From an optimization exercise on the open Yosys and OpenROAD flow, aimed at small area; shortcuts taken in it are not production practice.
Function was checked by simulation only, so behaviour that the tests miss may differ from the original.
The flow treats the clock pin as an ideal source. Dropping or thinning the clock tree relies on that and would not hold on a real chip.
Power is estimated from default activity; no workload was simulated.

Setup of before:
Design top, start of the top module:
module top #(
    parameter   input_clk_freq  = 100_000_000,
    parameter   output_clk_freq = 40_000,
    parameter   setup_time      = 10,
    parameter   pulse_duration  = 10
)(
    input   clk,
    input   rst_n,
    output  SRCLK,
    output  RCLK,
    output  SER
);
export LEC_CHECK = 0
export CAP_MARGIN = 20
export CORE_MARGIN = 2
export CORE_UTILIZATION = 40
export SLEW_MARGIN = 20
export SYNTH_HIERARCHICAL = 1
create_clock -name core_clock -period 10.0 [get_ports {clk}]
standard.sh (not shown) runs the stock make flow with config.mk's settings and CLKGATE_MAP_FILE= SYNTH_SCRIPT=/design/flow/synth_recipe.tcl, a recipe that flattens the netlist after the stock synthesis.
==> flow/flow/run.sh <==
#!/bin/bash
# Standard synthesis, then every combinational cell at its smallest drive
# strength, then the standard layout from floorplan to finish, with the ports
# buffered by buf_1, a clock tree without dummy loads and a single clock
# buffer (clkbuf_16) driving all the flip-flops.
set -euo pipefail
R=orfs/results/$FLOW_PLATFORM/top/base
LIB=$FLOW_HOME/platforms/$FLOW_PLATFORM/lib/sky130_fd_sc_hd__tt_025C_1v80.lib
bash standard.sh synth > synth.log 2>&1
python3 flow/downsize.py $R/1_2_yosys.v $LIB > downsize.log 2>&1
rm -f $R/1_synth.odb $R/1_synth.sdc
export BUFFER_PORTS_ARGS="-buffer_cell sky130_fd_sc_hd__buf_1"
export CTS_ARGS="-sink_clustering_enable -repair_clock_nets -dont_use_dummy_load"
bash standard.sh cts > layout_cts.log 2>&1
CTS_ODB=$R/4_cts.odb openroad -no_init -exit flow/clocktree.tcl > clocktree.log 2>&1
bash standard.sh > layout.log 2>&1
Other scripts of this flow, unchanged in this note and not shown: flow/flow/clocktree.tcl, flow/flow/downsize.py
Setup changes, before to after
- swapping 40 for 70 in CORE_UTILIZATION
Notes after the runs:
- Total design power delta (after -> before): insignificant
- Effective utilization at floorplan, after and before: larger value in after
- In after, the total vias in the final route came out 51 above the value in before.
- [compare] base=before new=after: worst path arrival time ~0 delta; met2 track utilization from global routing +28 points.

Another version of the RTL of top (not shown whole).
For scale: about 330 cells after synthesis, about 5 I/O pins, roughly 1900 sq um of cells after synthesis.
// top
module top #(
    parameter   input_clk_freq  = 100_000_000,
    parameter   output_clk_freq = 40_000,
    parameter   setup_time      = 10,
    parameter   pulse_duration  = 10
)(
    input   clk,
    input   rst_n,
    output  SRCLK,
    output  RCLK,
    output  SER
);
    reg [4:0] P;
    reg [5:0] Q;
    reg [5:0] R;
    reg [6:0] U;
    wire n8;
    wire n11;
    wire n13;
    wire n14;
    wire n15;
    wire n17;
    wire n18;
    wire n20;
    wire n21;
    wire n22;
    wire n23;
    wire n24;
    wire n25;
    wire n26;
    wire n28;
    wire n31;
    wire n32;
    wire n34;
    wire n35;
    wire n37;
    wire n38;
    wire n39;
    wire n40;
    wire n42;
    wire n43;
    wire n44;
    wire n45;
    wire n46;
    wire n47;
    wire n49;
    wire n50;
    wire n51;
    wire n52;
    wire n53;
    wire n54;
    wire n55;
    wire n56;
    wire n57;
    wire n58;
    wire n59;
    wire n60;
    wire n61;
    wire n62;
    wire n63;
    wire n64;
    wire n65;
    wire n66;
    wire n67;
    wire n68;
    wire n69;
    wire n70;
    wire n71;
    wire n72;
    wire n73;
    wire n74;
    wire n75;
    wire n77;
    wire n78;
    wire n79;
    wire n80;
    wire n81;
    wire n82;
    wire n83;
    wire n84;
    wire n85;
    wire n86;
    wire n87;
    wire n88;
    wire n89;
    wire n90;
    wire n91;
    wire n92;
    wire n93;
    wire n94;
    wire n95;
    wire n96;
    wire n97;
    wire n98;
    wire n99;
    wire n100;
    wire n101;
    wire n102;
    wire n103;
    wire n104;
    wire n105;
    wire n106;
    wire n107;
    wire n108;
    wire n109;
    wire n110;
    wire n111;
    wire n112;
    wire n113;
    wire n114;
    wire n115;
    wire n116;
    wire n117;
    wire n118;
    wire n119;
    wire n120;
  ...
==> flow/config.mk <==
export PLATFORM = sky130hd
export DESIGN_NAME = top
export DESIGN_NICKNAME = top
export VERILOG_FILES = /design/flow/design.v
export SDC_FILE = /design/flow/constraint.sdc
export NUM_CORES = 4
export LEC_CHECK = 0
export CAP_MARGIN = 20
export CORE_MARGIN = 2
export CORE_UTILIZATION = 40
export SLEW_MARGIN = 20
export SYNTH_HIERARCHICAL = 1
==> flow/constraint.sdc <==
create_clock -name core_clock -period 10.0 [get_ports {clk}]
set_input_delay 2.0000 -clock core_clock [delete_from_list [all_inputs] [get_ports {clk}]]
set_output_delay 2.0000 -clock core_clock [all_outputs]
set_load 0.01 [all_outputs]
==> flow/flow/run.sh <==
#!/bin/bash
# Standard synthesis, then every combinational cell at its smallest drive
# strength, then the standard layout from floorplan to finish.
set -euo pipefail
R=orfs/results/$FLOW_PLATFORM/top/base
LIB=$FLOW_HOME/platforms/$FLOW_PLATFORM/lib/sky130_fd_sc_hd__tt_025C_1v80.lib
bash standard.sh synth > synth.log 2>&1
python3 flow/downsize.py $R/1_2_yosys.v $LIB > downsize.log 2>&1
rm -f $R/1_synth.odb $R/1_synth.sdc
bash standard.sh > layout.log 2>&1
==> flow/flow/downsize.py <==
#!/usr/bin/env python3
"""Give every combinational cell in the synthesized netlist the smallest drive
strength of its function (the flow's repair steps upsize again where needed).
Registers, tie cells and buffers keep the cell the standard synthesis chose."""
import re, sys

net, lib = sys.argv[1], sys.argv[2]
dont = set(sys.argv[3].split()) if len(sys.argv) > 3 else set()
text = open(lib).read()
area = {}
for m in re.finditer(r'cell \("(sky130_fd_sc_hd__\w+)"\)\s*\{(.*?)\barea\s*:\s*([\d.]+)', text, re.S):
    area[m.group(1)] = float(m.group(3))
best = {}
for c, a in area.items():
    if c in dont:
        continue
    base = c.rsplit('_', 1)[0]
    if base not in best or a < area[best[base]] or (a == area[best[base]] and c < best[base]):
        best[base] = c
keep = ('dfxtp', 'dfrtp', 'dfstp', 'conb', 'buf', 'clkbuf', 'dlygate', 'dlymetal')
src = open(net).read()
count = {}
def sub(m):
    c = m.group(1)
    base = c.rsplit('_', 1)[0]
    short = base[len('sky130_fd_sc_hd__'):]
    if short.startswith(keep) or base not in best or best[base] == c:
        return m.group(0)
    count[c + ' -> ' + best[base]] = count.get(c + ' -> ' + best[base], 0) + 1
    return best[base] + m.group(2)
src = re.sub(r'\b(sky130_fd_sc_hd__\w+?)(\s+[\\\w])', sub, src)
open(net, 'w').write(src)
for k, v in sorted(count.items()):
    print(v, k)
The first run went through all stages and came out clean.
Rerun with:
--- a/flow/flow/run.sh
+++ b/flow/flow/run.sh
@@ -2,3 +2,4 @@
 # Standard synthesis, then every combinational cell at its smallest drive
-# strength, then the standard layout from floorplan to finish.
+# strength, then the standard layout from floorplan to finish, with the ports
+# buffered by buf_1 and a clock tree without dummy loads.
 set -euo pipefail
@@ -9,2 +10,4 @@
 rm -f $R/1_synth.odb $R/1_synth.sdc
+export BUFFER_PORTS_ARGS="-buffer_cell sky130_fd_sc_hd__buf_1"
+export CTS_ARGS="-sink_clustering_enable -repair_clock_nets -dont_use_dummy_load"
 bash standard.sh > layout.log 2>&1
Effect:
- The new run finished with timing, DRC and antenna clean
- total power drops by 15%
- die area does not change
- sequential cell count does not change
- wire length barely changes
- final area drops by about 2.7%

==> static timing again, ports no longer ideal <==
No port has a modelled driver above. Below, the same layouts with a new extraction and two added sets of constraints.
Step 1: set_driving_cell puts a clkbuf_16 on clk and a buf_2 on each other input, an assumption about the parent block.
Step 2 times the ports against the registers' clock, not the clock port: input delays grow and output delays shrink by t, the midpoint of the rising clock arrivals with the driver on.
a / b / c = ideal ports / drivers / drivers and shift; a / b = the first two.
run | shift t [ns] | setup WS [ns] | worst setup path after step 2 | clock arrival spread, ns | worst data-port slew with drivers (ns)
before | 0.188 | 3.475 / 3.444 / 3.632 | register to output | 0.006 / 0.006 | 0.03
after | 0.185 | 3.476 / 3.447 / 3.632 | register to output | 0.004 / 0.004 | 0.03
the first run of note 2 | 0.292 | 3.513 / 3.486 / 3.778 | register to output | 0.003 / 0.002 | 0.03
the second run of note 2 | 0.290 | 3.780 / 3.754 / 4.044 | register to output | 0.010 / 0.010 | 0.03
After both steps setup and hold are still met in every run listed.
